This is an optimization exercise on Yosys and OpenROAD, whose aim is small area, not a production implementation.
Only simulation tests tie the RTL to the original design; equivalence was not proved.
Power figures rest on the tool's default switching activity, not on a simulated workload.

File: flow/design.v
module k_a21o(input logic a1, input logic a2, input logic b1, output logic y); assign y = (a1 & a2) | b1; endmodule
module k_a21oi(input logic a1, input logic a2, input logic b1, output logic y); assign y = ~((a1 & a2) | b1); endmodule
module k_a222oi(input logic a1, input logic a2, input logic b1, input logic b2, input logic c1, input logic c2, output logic y); assign y = ~((a1 & a2) | (b1 & b2) | (c1 & c2)); endmodule
module k_and2(input logic a, input logic b, output logic y); assign y = a & b; endmodule
module k_and3(input logic a, input logic b, input logic c, output logic y); assign y = a & b & c; endmodule
module k_inv(input logic a, output logic y); assign y = ~a; endmodule
module k_mux2i(input logic a0, input logic a1, input logic s, output logic y); assign y = ~(s ? a1 : a0); endmodule
module k_nand2(input logic a, input logic b, output logic y); assign y = ~(a & b); endmodule
module k_nand2b(input logic an, input logic b, output logic y); assign y = ~(~an & b); endmodule
module k_nor2(input logic a, input logic b, output logic y); assign y = ~(a | b); endmodule
module k_nor2b(input logic a, input logic bn, output logic y); assign y = ~(a | ~bn); endmodule
module k_nor3b(input logic a, input logic b, input logic cn, output logic y); assign y = ~(a | b | ~cn); endmodule
module k_o21a(input logic a1, input logic a2, input logic b1, output logic y); assign y = (a1 | a2) & b1; endmodule
module k_o21ai(input logic a1, input logic a2, input logic b1, output logic y); assign y = ~((a1 | a2) & b1); endmodule
module k_or2(input logic a, input logic b, output logic y); assign y = a | b; endmodule
module k_or3(input logic a, input logic b, input logic c, output logic y); assign y = a | b | c; endmodule
module k_or4(input logic a, input logic b, input logic c, input logic d, output logic y); assign y = a | b | c | d; endmodule
module k_xor2(input logic a, input logic b, output logic y); assign y = a ^ b; endmodule
module k_ha(input logic a, input logic b, output logic s, output logic co); assign s = a ^ b; assign co = a & b; endmodule
module exe_unit_w48 (i_argA, i_argB, i_oper, i_clk, i_rst, o_carry, o_result, o_status, o_error_konw, o_error_ust);
    input  logic        i_clk;
    input  logic        i_rst;
    input  logic [1:0]  i_oper;
    input  logic [31:0] i_argB;
    input  logic [31:0] i_argA;
    output logic [31:0] o_result;
    output logic [3:0]  o_status;
    output logic        o_error_konw;
    output logic        o_error_ust;
    output logic        o_carry;
    logic [31:0] a, b, w;
    logic [1:0]  op;
    logic        err_d, err_q, v_q;
    assign a  = i_argA;
    assign b  = i_argB;
    assign op = i_oper;
    logic t0, g0, t1, g1, t2, g2, t3, g3, t4, g4, t5, g5, t6, g6, t7, g7, t8, g8, t9, g9, t10, g10, t11, g11, t12, g12, t13, g13, t14, g14, t15, g15, t16, g16, t17, g17, t18, g18, t19, g19, t20, g20, t21, g21, t22, g22, t23, g23, t24, g24, t25, g25, t26, g26, t27, g27, t28, g28, t29, g29, t30, g30, t31, g31, n33, n34, n35, n36, n37, n38, n39, n40, n41, n42, n43, n44, n45, n46, n47, n48, n49, n50, n51, n52, n53, n54, n55, n56, n57, n58, n59, n60, n61, n62, n63, n64, n65, n66, n67, n68, n69, n70, n71, n72, n73, n74, n75, n76, n77, n78, n79, n80, n81, n82, n83, n84, n85, n86, n87, n88, n89, n90, n91, n92, n93, n94, n95, n96, n97, n98, n99, n100, n101, n102, n103, n104, n105, n106, n107, n108, n109, n110, n111, n112, n113, n114, n115, n116, n117, n118, n119, n120, n121, n122, n123, n124, n125, n126, n127, n128, n129, n130, n131, n132, n133, n134, n135, n136, n137, n138, n139, n140, n141, n142, n143, n144, n145, n146, n147, n148, n149, n150, n151, n152, n153, n154, n155, n156, n157, n158, n159, n160, n161, n162, n163, n164, n165, n166, n167, n168, n169, n170, n171, n172, n173, n174, n175, n176, n177, n178, n179, n180, n181, n182, n183, n184, n185, n186, n187, n188, n189, n190, n191, n192, n193, n194, n195, n196, n197, n198, n199, n200, n201, n202, n203, n204, n205, n206, n207, n208, n209, n210, n211, n212, n213, n214, n215, n216, n217, n218, n219, n220, n221, n222, n223, n224, n225, n226, n227, n228, n229, n230, n231, n232, n233, n234, n235, n236, n237, n238, n239, n240, n241, n242, n243, n244, n245, n246, n247, n248, n249, n250, n251, n252, n253, n254, n255, n256, n257, n258, n259, n260, n261, n262, n263, n264, n265, n266, n267, n268, n269, n270, n271, n272, n273, n274, n275, n276, n277, n278, n279, n280, n281, n282, n283, n284, n285, n286, n287, n288, n289, n290, n291, n292, n293, n294, n295, n296, n297, n298, n299, n300, n301, n302, n303, n304, n305, n306, n307, n308, n309, n310, n311, n312, n313, n314, n315, n316, n317, n318, n319, n320, n321, n322, n323, n324, n325, n326, n327, n328, n329, n330, n331, n332, n333, n334, n335, n336, n337, n338, n339, n340, n341, n342, n343, n344, n345, n346, n347, n348, n349, n350, n351, n352, n353, n354, n355, n356, n357, n358;
    k_ha u1 (a[0], b[0], t0, g0);
    k_ha u2 (a[1], b[1], t1, g1);
    k_ha u3 (a[2], b[2], t2, g2);
    k_ha u4 (a[3], b[3], t3, g3);
    k_ha u5 (a[4], b[4], t4, g4);
    k_ha u6 (a[5], b[5], t5, g5);
    k_ha u7 (a[6], b[6], t6, g6);
    k_ha u8 (a[7], b[7], t7, g7);
    k_ha u9 (a[8], b[8], t8, g8);
    k_ha u10 (a[9], b[9], t9, g9);
    k_ha u11 (a[10], b[10], t10, g10);
    k_ha u12 (a[11], b[11], t11, g11);
    k_ha u13 (a[12], b[12], t12, g12);
    k_ha u14 (a[13], b[13], t13, g13);
    k_ha u15 (a[14], b[14], t14, g14);
    k_ha u16 (a[15], b[15], t15, g15);
    k_ha u17 (a[16], b[16], t16, g16);
    k_ha u18 (a[17], b[17], t17, g17);
    k_ha u19 (a[18], b[18], t18, g18);
    k_ha u20 (a[19], b[19], t19, g19);
    k_ha u21 (a[20], b[20], t20, g20);
    k_ha u22 (a[21], b[21], t21, g21);
    k_ha u23 (a[22], b[22], t22, g22);
    k_ha u24 (a[23], b[23], t23, g23);
    k_ha u25 (a[24], b[24], t24, g24);
    k_ha u26 (a[25], b[25], t25, g25);
    k_ha u27 (a[26], b[26], t26, g26);
    k_ha u28 (a[27], b[27], t27, g27);
    k_ha u29 (a[28], b[28], t28, g28);
    k_ha u30 (a[29], b[29], t29, g29);
    k_ha u31 (a[30], b[30], t30, g30);
    k_ha u32 (a[31], b[31], t31, g31);
    k_a21oi u33 (t9, g8, g9, n33);
    k_nand2 u34 (t9, t8, n34);
    k_a21oi u35 (t11, g10, g11, n35);
    k_nand2 u36 (t11, t10, n36);
    k_o21ai u37 (n36, n33, n35, n37);
    k_nor2 u38 (n36, n34, n38);
    k_a21oi u39 (t13, g12, g13, n39);
    k_nand2 u40 (t13, t12, n40);
    k_a21oi u41 (t15, g14, g15, n41);
    k_nand2 u42 (t15, t14, n42);
    k_o21ai u43 (n42, n39, n41, n43);
    k_nor2 u44 (n42, n40, n44);
    k_a21oi u45 (t17, g16, g17, n45);
    k_nand2 u46 (t17, t16, n46);
    k_a21oi u47 (t19, g18, g19, n47);
    k_nand2 u48 (t19, t18, n48);
    k_o21ai u49 (n48, n45, n47, n49);
    k_nor2 u50 (n48, n46, n50);
    k_a21oi u51 (t21, g20, g21, n51);
    k_nand2 u52 (t21, t20, n52);
    k_a21oi u53 (t23, g22, g23, n53);
    k_nand2 u54 (t23, t22, n54);
    k_o21ai u55 (n54, n51, n53, n55);
    k_nor2 u56 (n54, n52, n56);
    k_a21oi u57 (t25, g24, g25, n57);
    k_nand2 u58 (t25, t24, n58);
    k_a21oi u59 (t27, g26, g27, n59);
    k_nand2 u60 (t27, t26, n60);
    k_o21ai u61 (n60, n57, n59, n61);
    k_nor2 u62 (n60, n58, n62);
    k_a21oi u63 (t29, g28, g29, n63);
    k_nand2 u64 (t29, t28, n64);
    k_a21oi u65 (t31, g30, g31, n65);
    k_nand2 u66 (t31, t30, n66);
    k_o21ai u67 (n66, n63, n65, n67);
    k_nor2 u68 (n66, n64, n68);
    k_a21o u69 (t1, g0, g1, n69);
    k_a21o u70 (t2, n69, g2, n70);
    k_a21o u71 (t3, n70, g3, n71);
    k_a21o u72 (t4, n71, g4, n72);
    k_a21o u73 (t5, n72, g5, n73);
    k_a21o u74 (t6, n73, g6, n74);
    k_a21o u75 (t7, n74, g7, n75);
    k_a21o u76 (n38, n75, n37, n76);
    k_a21o u77 (t8, n75, g8, n77);
    k_a21o u78 (t9, n77, g9, n78);
    k_a21o u79 (t10, n78, g10, n79);
    k_a21o u80 (n44, n76, n43, n80);
    k_a21o u81 (t12, n76, g12, n81);
    k_a21o u82 (t13, n81, g13, n82);
    k_a21o u83 (t14, n82, g14, n83);
    k_a21o u84 (n50, n80, n49, n84);
    k_a21o u85 (t16, n80, g16, n85);
    k_a21o u86 (t17, n85, g17, n86);
    k_a21o u87 (t18, n86, g18, n87);
    k_a21o u88 (n56, n84, n55, n88);
    k_a21o u89 (t20, n84, g20, n89);
    k_a21o u90 (t21, n89, g21, n90);
    k_a21o u91 (t22, n90, g22, n91);
    k_a21o u92 (n62, n88, n61, n92);
    k_a21o u93 (t24, n88, g24, n93);
    k_a21o u94 (t25, n93, g25, n94);
    k_a21o u95 (t26, n94, g26, n95);
    k_a21o u96 (n68, n92, n67, n96);
    k_a21o u97 (t28, n92, g28, n97);
    k_a21o u98 (t29, n97, g29, n98);
    k_a21o u99 (t30, n98, g30, n99);
    assign o_carry = n96;
    k_nand2 u100 (t0, a[0], n100);
    k_mux2i u101 (n100, b[1], t1, n101);
    k_mux2i u102 (n101, a[2], t2, n102);
    k_mux2i u103 (n102, b[3], t3, n103);
    k_nand2 u104 (t4, a[4], n104);
    k_mux2i u105 (n104, b[5], t5, n105);
    k_mux2i u106 (n105, a[6], t6, n106);
    k_mux2i u107 (n106, b[7], t7, n107);
    k_or4 u108 (t4, t5, t6, t7, n108);
    k_mux2i u109 (n103, n107, n108, n109);
    k_and2 u110 (t8, a[8], n110);
    k_mux2i u111 (n110, a[9], t9, n111);
    k_mux2i u112 (n111, b[10], t10, n112);
    k_mux2i u113 (n112, a[11], t11, n113);
    k_or4 u114 (t8, t9, t10, t11, n114);
    k_mux2i u115 (n109, n113, n114, n115);
    k_nand2 u116 (t12, a[12], n116);
    k_mux2i u117 (n116, b[13], t13, n117);
    k_mux2i u118 (n117, a[14], t14, n118);
    k_mux2i u119 (n118, b[15], t15, n119);
    k_or4 u120 (t12, t13, t14, t15, n120);
    k_mux2i u121 (n115, n119, n120, n121);
    k_and2 u122 (t16, a[16], n122);
    k_mux2i u123 (n122, a[17], t17, n123);
    k_mux2i u124 (n123, b[18], t18, n124);
    k_mux2i u125 (n124, a[19], t19, n125);
    k_or4 u126 (t16, t17, t18, t19, n126);
    k_mux2i u127 (n121, n125, n126, n127);
    k_nand2 u128 (t20, a[20], n128);
    k_mux2i u129 (n128, b[21], t21, n129);
    k_mux2i u130 (n129, a[22], t22, n130);
    k_mux2i u131 (n130, b[23], t23, n131);
    k_or4 u132 (t20, t21, t22, t23, n132);
    k_mux2i u133 (n127, n131, n132, n133);
    k_and2 u134 (t24, a[24], n134);
    k_mux2i u135 (n134, a[25], t25, n135);
    k_mux2i u136 (n135, b[26], t26, n136);
    k_mux2i u137 (n136, a[27], t27, n137);
    k_or4 u138 (t24, t25, t26, t27, n138);
    k_mux2i u139 (n133, n137, n138, n139);
    k_nand2 u140 (t28, a[28], n140);
    k_mux2i u141 (n140, b[29], t29, n141);
    k_mux2i u142 (n141, a[30], t30, n142);
    k_mux2i u143 (n142, b[31], t31, n143);
    k_or4 u144 (t28, t29, t30, t31, n144);
    k_mux2i u145 (n139, n143, n144, n145);
    k_inv u146 (n145, n146);
    k_or4 u147 (b[5], b[6], b[7], b[8], n147);
    k_or4 u148 (b[9], b[10], b[11], b[12], n148);
    k_or4 u149 (b[13], b[14], b[15], b[16], n149);
    k_or4 u150 (b[17], b[18], b[19], b[20], n150);
    k_or4 u151 (b[21], b[22], b[23], b[24], n151);
    k_or4 u152 (b[25], b[26], b[27], b[28], n152);
    k_or3 u153 (b[29], b[30], b[31], n153);
    k_or4 u154 (n147, n148, n149, n150, n154);
    k_or3 u155 (n151, n152, n153, n155);
    k_or2 u156 (n154, n155, n156);
    assign o_error_ust = n156;
    k_or4 u157 (a[0], a[1], a[2], a[3], n157);
    k_or4 u158 (a[4], a[5], a[6], a[7], n158);
    k_or4 u159 (a[8], a[9], a[10], a[11], n159);
    k_or4 u160 (a[12], a[13], a[14], a[15], n160);
    k_or4 u161 (a[16], a[17], a[18], a[19], n161);
    k_or4 u162 (a[20], a[21], a[22], a[23], n162);
    k_or4 u163 (a[24], a[25], a[26], a[27], n163);
    k_or3 u164 (a[28], a[29], a[30], n164);
    k_or4 u165 (n157, n158, n159, n160, n165);
    k_or3 u166 (n165, n161, n162, n166);
    k_or3 u167 (n166, n163, n164, n167);
    k_nor2b u168 (n167, a[31], n168);
    assign o_error_konw = n168;
    k_or2 u169 (n168, n156, n169);
    k_nor2 u170 (op[0], op[1], n170);
    k_nand2b u171 (op[1], op[0], n171);
    k_and3 u172 (op[0], op[1], a[31], n172);
    k_nor3b u173 (op[0], n156, op[1], n173);
    k_and2 u174 (n172, a[0], n174);
    k_o21a u175 (n157, n158, n172, n175);
    k_and2 u176 (n172, n165, n176);
    k_and2 u177 (n172, n166, n177);
    k_a21o u178 (n172, a[1], n174, n178);
    k_a21o u179 (n172, a[2], n178, n179);
    k_a21o u180 (n172, a[3], n179, n180);
    k_a21o u181 (n172, a[4], n180, n181);
    k_a21o u182 (n172, a[5], n181, n182);
    k_a21o u183 (n172, a[6], n182, n183);
    k_a21o u184 (n172, a[8], n175, n184);
    k_a21o u185 (n172, a[9], n184, n185);
    k_a21o u186 (n172, a[10], n185, n186);
    k_a21o u187 (n172, a[11], n186, n187);
    k_a21o u188 (n172, a[12], n187, n188);
    k_a21o u189 (n172, a[13], n188, n189);
    k_a21o u190 (n172, a[14], n189, n190);
    k_a21o u191 (n172, a[16], n176, n191);
    k_a21o u192 (n172, a[17], n191, n192);
    k_a21o u193 (n172, a[18], n192, n193);
    k_a21o u194 (n172, a[19], n193, n194);
    k_a21o u195 (n172, a[20], n194, n195);
    k_a21o u196 (n172, a[21], n195, n196);
    k_a21o u197 (n172, a[22], n196, n197);
    k_a21o u198 (n172, a[24], n177, n198);
    k_a21o u199 (n172, a[25], n198, n199);
    k_a21o u200 (n172, a[26], n199, n200);
    k_a21o u201 (n172, a[27], n200, n201);
    k_a21o u202 (n172, a[28], n201, n202);
    k_a21o u203 (n172, a[29], n202, n203);
    k_inv u204 (b[0], n204);
    k_inv u205 (b[1], n205);
    k_inv u206 (b[2], n206);
    k_inv u207 (b[3], n207);
    k_inv u208 (b[4], n208);
    k_and3 u209 (n204, n205, n173, n209);
    k_and3 u210 (b[0], n205, n173, n210);
    k_and3 u211 (n204, b[1], n173, n211);
    k_and3 u212 (b[0], b[1], n173, n212);
    k_and3 u213 (n206, n207, n208, n213);
    k_and3 u214 (b[2], n207, n208, n214);
    k_and3 u215 (n206, b[3], n208, n215);
    k_and3 u216 (b[2], b[3], n208, n216);
    k_and3 u217 (n206, n207, b[4], n217);
    k_and3 u218 (b[2], n207, b[4], n218);
    k_and3 u219 (n206, b[3], b[4], n219);
    k_and3 u220 (b[2], b[3], b[4], n220);
    k_a222oi u221 (n170, t0, op[1], a[0], n209, n213, n221);
    k_o21ai u222 (n171, n146, n221, n222);
    k_a222oi u223 (n170, t1, op[1], a[1], n210, n213, n223);
    k_a21oi u224 (n170, g0, n174, n224);
    k_xor2 u225 (n223, n224, n225);
    k_a222oi u226 (n170, t2, op[1], a[2], n211, n213, n226);
    k_a21oi u227 (n170, n69, n178, n227);
    k_xor2 u228 (n226, n227, n228);
    k_a222oi u229 (n170, t3, op[1], a[3], n212, n213, n229);
    k_a21oi u230 (n170, n70, n179, n230);
    k_xor2 u231 (n229, n230, n231);
    k_a222oi u232 (n170, t4, op[1], a[4], n209, n214, n232);
    k_a21oi u233 (n170, n71, n180, n233);
    k_xor2 u234 (n232, n233, n234);
    k_a222oi u235 (n170, t5, op[1], a[5], n210, n214, n235);
    k_a21oi u236 (n170, n72, n181, n236);
    k_xor2 u237 (n235, n236, n237);
    k_a222oi u238 (n170, t6, op[1], a[6], n211, n214, n238);
    k_a21oi u239 (n170, n73, n182, n239);
    k_xor2 u240 (n238, n239, n240);
    k_a222oi u241 (n170, t7, op[1], a[7], n212, n214, n241);
    k_a21oi u242 (n170, n74, n183, n242);
    k_xor2 u243 (n241, n242, n243);
    k_a222oi u244 (n170, t8, op[1], a[8], n209, n215, n244);
    k_a21oi u245 (n170, n75, n175, n245);
    k_xor2 u246 (n244, n245, n246);
    k_a222oi u247 (n170, t9, op[1], a[9], n210, n215, n247);
    k_a21oi u248 (n170, n77, n184, n248);
    k_xor2 u249 (n247, n248, n249);
    k_a222oi u250 (n170, t10, op[1], a[10], n211, n215, n250);
    k_a21oi u251 (n170, n78, n185, n251);
    k_xor2 u252 (n250, n251, n252);
    k_a222oi u253 (n170, t11, op[1], a[11], n212, n215, n253);
    k_a21oi u254 (n170, n79, n186, n254);
    k_xor2 u255 (n253, n254, n255);
    k_a222oi u256 (n170, t12, op[1], a[12], n209, n216, n256);
    k_a21oi u257 (n170, n76, n187, n257);
    k_xor2 u258 (n256, n257, n258);
    k_a222oi u259 (n170, t13, op[1], a[13], n210, n216, n259);
    k_a21oi u260 (n170, n81, n188, n260);
    k_xor2 u261 (n259, n260, n261);
    k_a222oi u262 (n170, t14, op[1], a[14], n211, n216, n262);
    k_a21oi u263 (n170, n82, n189, n263);
    k_xor2 u264 (n262, n263, n264);
    k_a222oi u265 (n170, t15, op[1], a[15], n212, n216, n265);
    k_a21oi u266 (n170, n83, n190, n266);
    k_xor2 u267 (n265, n266, n267);
    k_a222oi u268 (n170, t16, op[1], a[16], n209, n217, n268);
    k_a21oi u269 (n170, n80, n176, n269);
    k_xor2 u270 (n268, n269, n270);
    k_a222oi u271 (n170, t17, op[1], a[17], n210, n217, n271);
    k_a21oi u272 (n170, n85, n191, n272);
    k_xor2 u273 (n271, n272, n273);
    k_a222oi u274 (n170, t18, op[1], a[18], n211, n217, n274);
    k_a21oi u275 (n170, n86, n192, n275);
    k_xor2 u276 (n274, n275, n276);
    k_a222oi u277 (n170, t19, op[1], a[19], n212, n217, n277);
    k_a21oi u278 (n170, n87, n193, n278);
    k_xor2 u279 (n277, n278, n279);
    k_a222oi u280 (n170, t20, op[1], a[20], n209, n218, n280);
    k_a21oi u281 (n170, n84, n194, n281);
    k_xor2 u282 (n280, n281, n282);
    k_a222oi u283 (n170, t21, op[1], a[21], n210, n218, n283);
    k_a21oi u284 (n170, n89, n195, n284);
    k_xor2 u285 (n283, n284, n285);
    k_a222oi u286 (n170, t22, op[1], a[22], n211, n218, n286);
    k_a21oi u287 (n170, n90, n196, n287);
    k_xor2 u288 (n286, n287, n288);
    k_a222oi u289 (n170, t23, op[1], a[23], n212, n218, n289);
    k_a21oi u290 (n170, n91, n197, n290);
    k_xor2 u291 (n289, n290, n291);
    k_a222oi u292 (n170, t24, op[1], a[24], n209, n219, n292);
    k_a21oi u293 (n170, n88, n177, n293);
    k_xor2 u294 (n292, n293, n294);
    k_a222oi u295 (n170, t25, op[1], a[25], n210, n219, n295);
    k_a21oi u296 (n170, n93, n198, n296);
    k_xor2 u297 (n295, n296, n297);
    k_a222oi u298 (n170, t26, op[1], a[26], n211, n219, n298);
    k_a21oi u299 (n170, n94, n199, n299);
    k_xor2 u300 (n298, n299, n300);
    k_a222oi u301 (n170, t27, op[1], a[27], n212, n219, n301);
    k_a21oi u302 (n170, n95, n200, n302);
    k_xor2 u303 (n301, n302, n303);
    k_a222oi u304 (n170, t28, op[1], a[28], n209, n220, n304);
    k_a21oi u305 (n170, n92, n201, n305);
    k_xor2 u306 (n304, n305, n306);
    k_a222oi u307 (n170, t29, op[1], a[29], n210, n220, n307);
    k_a21oi u308 (n170, n97, n202, n308);
    k_xor2 u309 (n307, n308, n309);
    k_a222oi u310 (n170, t30, op[1], a[30], n211, n220, n310);
    k_a21oi u311 (n170, n98, n203, n311);
    k_xor2 u312 (n310, n311, n312);
    k_a222oi u313 (n170, t31, op[1], a[31], n212, n220, n313);
    k_nand2 u314 (n170, n99, n314);
    k_xor2 u315 (n313, n314, n315);
    assign w = {n315, n312, n309, n306, n303, n300, n297, n294, n291, n288, n285, n282, n279, n276, n273, n270, n267, n264, n261, n258, n255, n252, n249, n246, n243, n240, n237, n234, n231, n228, n225, n222};
    assign err_d = n169;
    k_xor2 u316 (o_result[0], o_result[1], n316);
    k_xor2 u317 (o_result[2], o_result[3], n317);
    k_xor2 u318 (o_result[4], o_result[5], n318);
    k_xor2 u319 (o_result[6], o_result[7], n319);
    k_xor2 u320 (o_result[8], o_result[9], n320);
    k_xor2 u321 (o_result[10], o_result[11], n321);
    k_xor2 u322 (o_result[12], o_result[13], n322);
    k_xor2 u323 (o_result[14], o_result[15], n323);
    k_xor2 u324 (o_result[16], o_result[17], n324);
    k_xor2 u325 (o_result[18], o_result[19], n325);
    k_xor2 u326 (o_result[20], o_result[21], n326);
    k_xor2 u327 (o_result[22], o_result[23], n327);
    k_xor2 u328 (o_result[24], o_result[25], n328);
    k_xor2 u329 (o_result[26], o_result[27], n329);
    k_xor2 u330 (o_result[28], o_result[29], n330);
    k_xor2 u331 (o_result[30], o_result[31], n331);
    k_xor2 u332 (n316, n317, n332);
    k_xor2 u333 (n318, n319, n333);
    k_xor2 u334 (n320, n321, n334);
    k_xor2 u335 (n322, n323, n335);
    k_xor2 u336 (n324, n325, n336);
    k_xor2 u337 (n326, n327, n337);
    k_xor2 u338 (n328, n329, n338);
    k_xor2 u339 (n330, n331, n339);
    k_xor2 u340 (n332, n333, n340);
    k_xor2 u341 (n334, n335, n341);
    k_xor2 u342 (n336, n337, n342);
    k_xor2 u343 (n338, n339, n343);
    k_xor2 u344 (n340, n341, n344);
    k_xor2 u345 (n342, n343, n345);
    k_xor2 u346 (n344, n345, n346);
    k_xor2 u347 (n346, v_q, n347);
    k_or4 u348 (o_result[0], o_result[1], o_result[2], o_result[3], n348);
    k_or4 u349 (o_result[4], o_result[5], o_result[6], o_result[7], n349);
    k_or4 u350 (o_result[8], o_result[9], o_result[10], o_result[11], n350);
    k_or4 u351 (o_result[12], o_result[13], o_result[14], o_result[15], n351);
    k_or4 u352 (o_result[16], o_result[17], o_result[18], o_result[19], n352);
    k_or4 u353 (o_result[20], o_result[21], o_result[22], o_result[23], n353);
    k_or4 u354 (o_result[24], o_result[25], o_result[26], o_result[27], n354);
    k_or4 u355 (o_result[28], o_result[29], o_result[30], o_result[31], n355);
    k_or4 u356 (n348, n349, n350, n351, n356);
    k_or4 u357 (n352, n353, n354, n355, n357);
    k_nor3b u358 (n356, n357, v_q, n358);
    assign o_status = {n347, o_result[31], n358, err_q};
    always_ff @(posedge i_clk, posedge i_rst) begin
        if (i_rst) begin
            o_result <= '0;
            err_q    <= 1'b0;
            v_q      <= 1'b0;
        end else begin
            o_result <= w;
            err_q    <= err_d;
            v_q      <= 1'b1;
        end
    end
endmodule
File: flow/flow/run.sh
#!/bin/bash
# Layout flow: the standard flow (standard.sh, ORFS) with two changes:
#  - after synthesis, combinational cells are set back to drive strength 1
#    (flow/downsize.tcl, run through ORFS's POST_SYNTH_TCL hook);
#  - the port buffers that ORFS inserts on every input and output are buf_1.
# The synthesis itself is the standard synthesis, unchanged.
set -euo pipefail
W=$(pwd)
export POST_SYNTH_TCL="$W/flow/downsize.tcl"
export BUFFER_PORTS_ARGS="-buffer_cell sky130_fd_sc_hd__buf_1"
bash standard.sh finish > "$W/orfs_flow.log" 2>&1
File: flow/flow/downsize.tcl
# Sourced by ORFS right after it loads the synthesized netlist (POST_SYNTH_TCL):
# every combinational cell that synthesis sized above drive strength 1 is set
# back to its drive-1 variant; the timing repair later in the flow upsizes
# only what the timing needs. Registers and tie cells are left alone.
set n 0
foreach inst [get_cells *] {
  set ref [get_property $inst ref_name]
  if {![regexp {^(sky130_fd_sc_hd__[a-z0-9]+)_([0-9]+)$} $ref -> base sz]} { continue }
  if {$sz <= 1} { continue }
  if {[string match "*__df*" $base] || [string match "*__conb*" $base]} { continue }
  set target ${base}_1
  if {[llength [get_lib_cells -quiet $target]] == 0} { continue }
  replace_cell $inst $target
  incr n
}
puts "downsize: $n cells set to drive strength 1"
File: flow/standard.sh
#!/bin/bash
# synth_recipe.tcl (not shown) runs the flow's synth.tcl, then flattens the netlist and writes it again
# the make line also repeats each setting of config.mk as NAME=value (left out here)
make -C /OpenROAD-flow-scripts/flow DESIGN_CONFIG=/design/flow/config.mk WORK_HOME=/design/flow/orfs CLKGATE_MAP_FILE= SYNTH_SCRIPT=/design/flow/synth_recipe.tcl "${@:-finish}"
File: flow/config.mk
export PLATFORM = sky130hd
export DESIGN_NAME = exe_unit_w48
export DESIGN_NICKNAME = exe_unit_w48
export VERILOG_FILES = /design/flow/design.v
export SDC_FILE = /design/flow/constraint.sdc
export NUM_CORES = 4
export LEC_CHECK = 0
export CAP_MARGIN = 20
export CORE_MARGIN = 2
export CORE_UTILIZATION = 40
export PLACE_DENSITY = 0.6
export SLEW_MARGIN = 20
export SYNTH_HIERARCHICAL = 1
File: flow/constraint.sdc
create_clock -name core_clock -period 7.0 [get_ports {i_clk}]
set_input_delay 1.4000 -clock core_clock [delete_from_list [all_inputs] [get_ports {i_clk}]]
set_output_delay 1.4000 -clock core_clock [all_outputs]
set_load 0.01 [all_outputs]
==> reports/summary.txt <==
Critical Path RT - 5.60 ns
Slew Viols, Final - 0
Post-synthesis cell area - 3680 um2
Sw frac - 42.7%
Critical path startpoint category - input port
Power Total - 0.960 mW
DRT Wirelength - 11400 um
RSZ-0062 raised after global routing - no
Maximum capacitance violations - 0
CP Class - input port to output pin
Final cell count without fillers - 623
Count of standard-cell rows - 35
Fin crit share - 83.1%
Initial Utilization - 40.6%
WL/cell - 18.4 um
Drt first pass iters - 9
Slowest cell on crit path - ha_1
Class of the tightest hold or removal check - input port to asynchronous set/reset pin
Setup bufs post-CTS - 0
PnR worst setup slack - 1.18 ns
Via count of the first global-routing pass - 3641
Sw Pwr - 0.410 mW
Inserted Diodes - 0
Worst Max-Slew Pin Slew - 0.698 ns
Die width - 100 um
Post-DP HPWL - 9080 um
Worst slew margin - 53.3%
TNS Setup - 0 ns
Syn Nets - 498
Routability cong. - 0.897
Synthesized area per cell - 9.26 um2
Die height - 100 um
Starting DRT DRC Count - 347
Longest Clk Path Bufs - 2
Total global routing overflow - 0
Total core area - 9060 um2
Number of synthesis warnings - 7
CP endpoint kind - output pin
DR vias/cell - 6.11
Layout cell share with drive strength beyond 1 - 2.54%
Critical Path Max Stage Delay - 0.30 ns
Achievable frequency - 172 MHz
Lkg Pwr - 2.14 nW
Vias - 3808
Gr usage total - 22.9%
Buf+Inv Stages, Crit Path - 2
Status - finished clean
Tmin final - 5.82 ns
Power share of the clock group - 18.7%
Root Buffer - clkbuf_8
# setup viols final - 0
Final hold violation count - 0
Worst Path Arrival - 4.42 ns
Post_cts resized - 0
Hold buffers post-CTS - 0
Worst path cell trace - buf_1 -> ha_1 -> a21o_1 -> a21o_1 -> a21o_1 -> a21o_1 -> a21o_1 -> a21o_1 -> a21o_1 -> a21o_1 -> a21o_1 -> a21o_1 -> a21o_1 -> a21o_1 -> a21o_1 -> buf_1
Placed cell areas - 4240 um2
Initial antenna violation count - 0
Worst hold slack - 1.18 ns
Crit path top cell by count - a21o_1
First-pass GRT wire length - 18200 um
Fill count - 911
Final core occ - 48.1%
Nets@finish - 611
Dpl cells - 615
CP delay by family, top - compound AO/OA/AOI/OAI gates
Design Area, Final - 4360 um2
Synthesized instance count - 398
Logic pwr share - 53.3%
Dpl ws - 1.20 ns
Sequential group share of total power - 28.0%
IO buf count - 106
I/O pins - 107
DRC viols - 0
CTS tree - done
Clock buffer count from CTS - 5
Die ar. - 9990 um2
Area Growth Syn to Fin - 18.3%
Internal - 0.550 mW
Max FO, Critical Path - 5
Pwr Density - 220 nW/um2
Worst vdd ir - 129 uV
Clock H-tree levels - 2
Worst-path clk slew - 0.07 ns
Final ANT Viol Nets - 0
Largest net degree at the start of global routing - 37
Clock Sinks - 34
-- final timing paths --
check / from / endpoint / slack (ns) / depth (start not counted)
worst max-delay path: i_argB[1] / o_carry / 1.18 / 16
worst min-delay path: i_rst / o_result[25] / 1.18 / 3
max in group asynchronous: i_rst / o_result[3] / 5.51 / 3
min in group core_clock: i_oper[0] / o_result[0] / 1.46 / 3
-- area by class of cell --
class | count | area [um2] | area share [%]
flip-flops and latches | 34 | 851 | 19.5
clock buffers | 5 | 68.8 | 1.58
inverters | 7 | 26.3 | 0.603
multi-input cells | 353 | 2800 | 64.2
repair buffers | 110 | 428 | 9.82
well taps | 111 | 139 | 3.19
clock inverters | 3 | 45.0 | 1.03
-- flip-flops by register name, summed over array words and instances, names as in the netlist --
signal / count
err_q: 1
o_result: 32
v_q: 1
-- cells in the final DEF, fill, tap and decap left out, types with 2 or more instances in the layout --
master,n
a21o_1,57
a21oi_1,42
a222oi_1,32
and2_1,6
and3_1,13
buf_1,106
buf_4,4
clkbuf_8,5
clkinvlp_4,2
dfrtp_1,34
ha_1,32
inv_1,7
mux2i_1,31
nand2_1,18
nor2_1,6
nor3b_1,2
o21ai_1,7
or2_1,2
or3_1,5
or4_1,32
xor2_1,63
-- worst min-delay path: cells and delay by family --
kind                   cells  cell delay (ns)
buffers and inverters      3             0.50
-- power groups by stage --
stage	Sequential, mW	Clock, mW	Combinational [mW]
floorplan	0.282	0	0.358
global placement	0.270	0	0.508
detailed placement	0.272	0	0.512
CTS	0.268	0.183	0.514
global route	0.273	0.194	0.568
finish	0.268	0.180	0.512
-- metal layers --
layer	routed length, um	GRT usage (%)	vias to the layer above	part of all wire (%)
met5	0	0	-	0
met4	190	6.64	0	1.7
met3	900	2.72	23	7.9
met2	5600	39.9	187	49
met1	4740	30.1	1786	41
li1	-	-	1812	-

[separate check: timing with driven ports]
No port has a modelled driver above. Below, the same layout with a new extraction and two added sets of constraints. Step 1 sets driving cells, clkbuf_16 on the clock port and buf_2 on the other inputs (assumed; they add their load-dependent delay and slew). Step 2, shift: input delay + t, output delay - t, t = (earliest + latest rising clock arrival at the registers) / 2. This alone moves slack from input paths to output paths. a / b / c = ideal / step 1 / step 2; a / b = the first two.
shift t [ns]: 0.314
setup slack, ns: 1.183 / 1.155 / 1.155
worst setup path at the end: input to output
slew at the worst register clock pin (ns): 0.07 / 0.07
pins driven straight from the clock port: 1
After both steps setup and hold are still met in this run. The setup slack of this run moves by -0.028 ns with the drivers and by -0.028 ns with both steps.
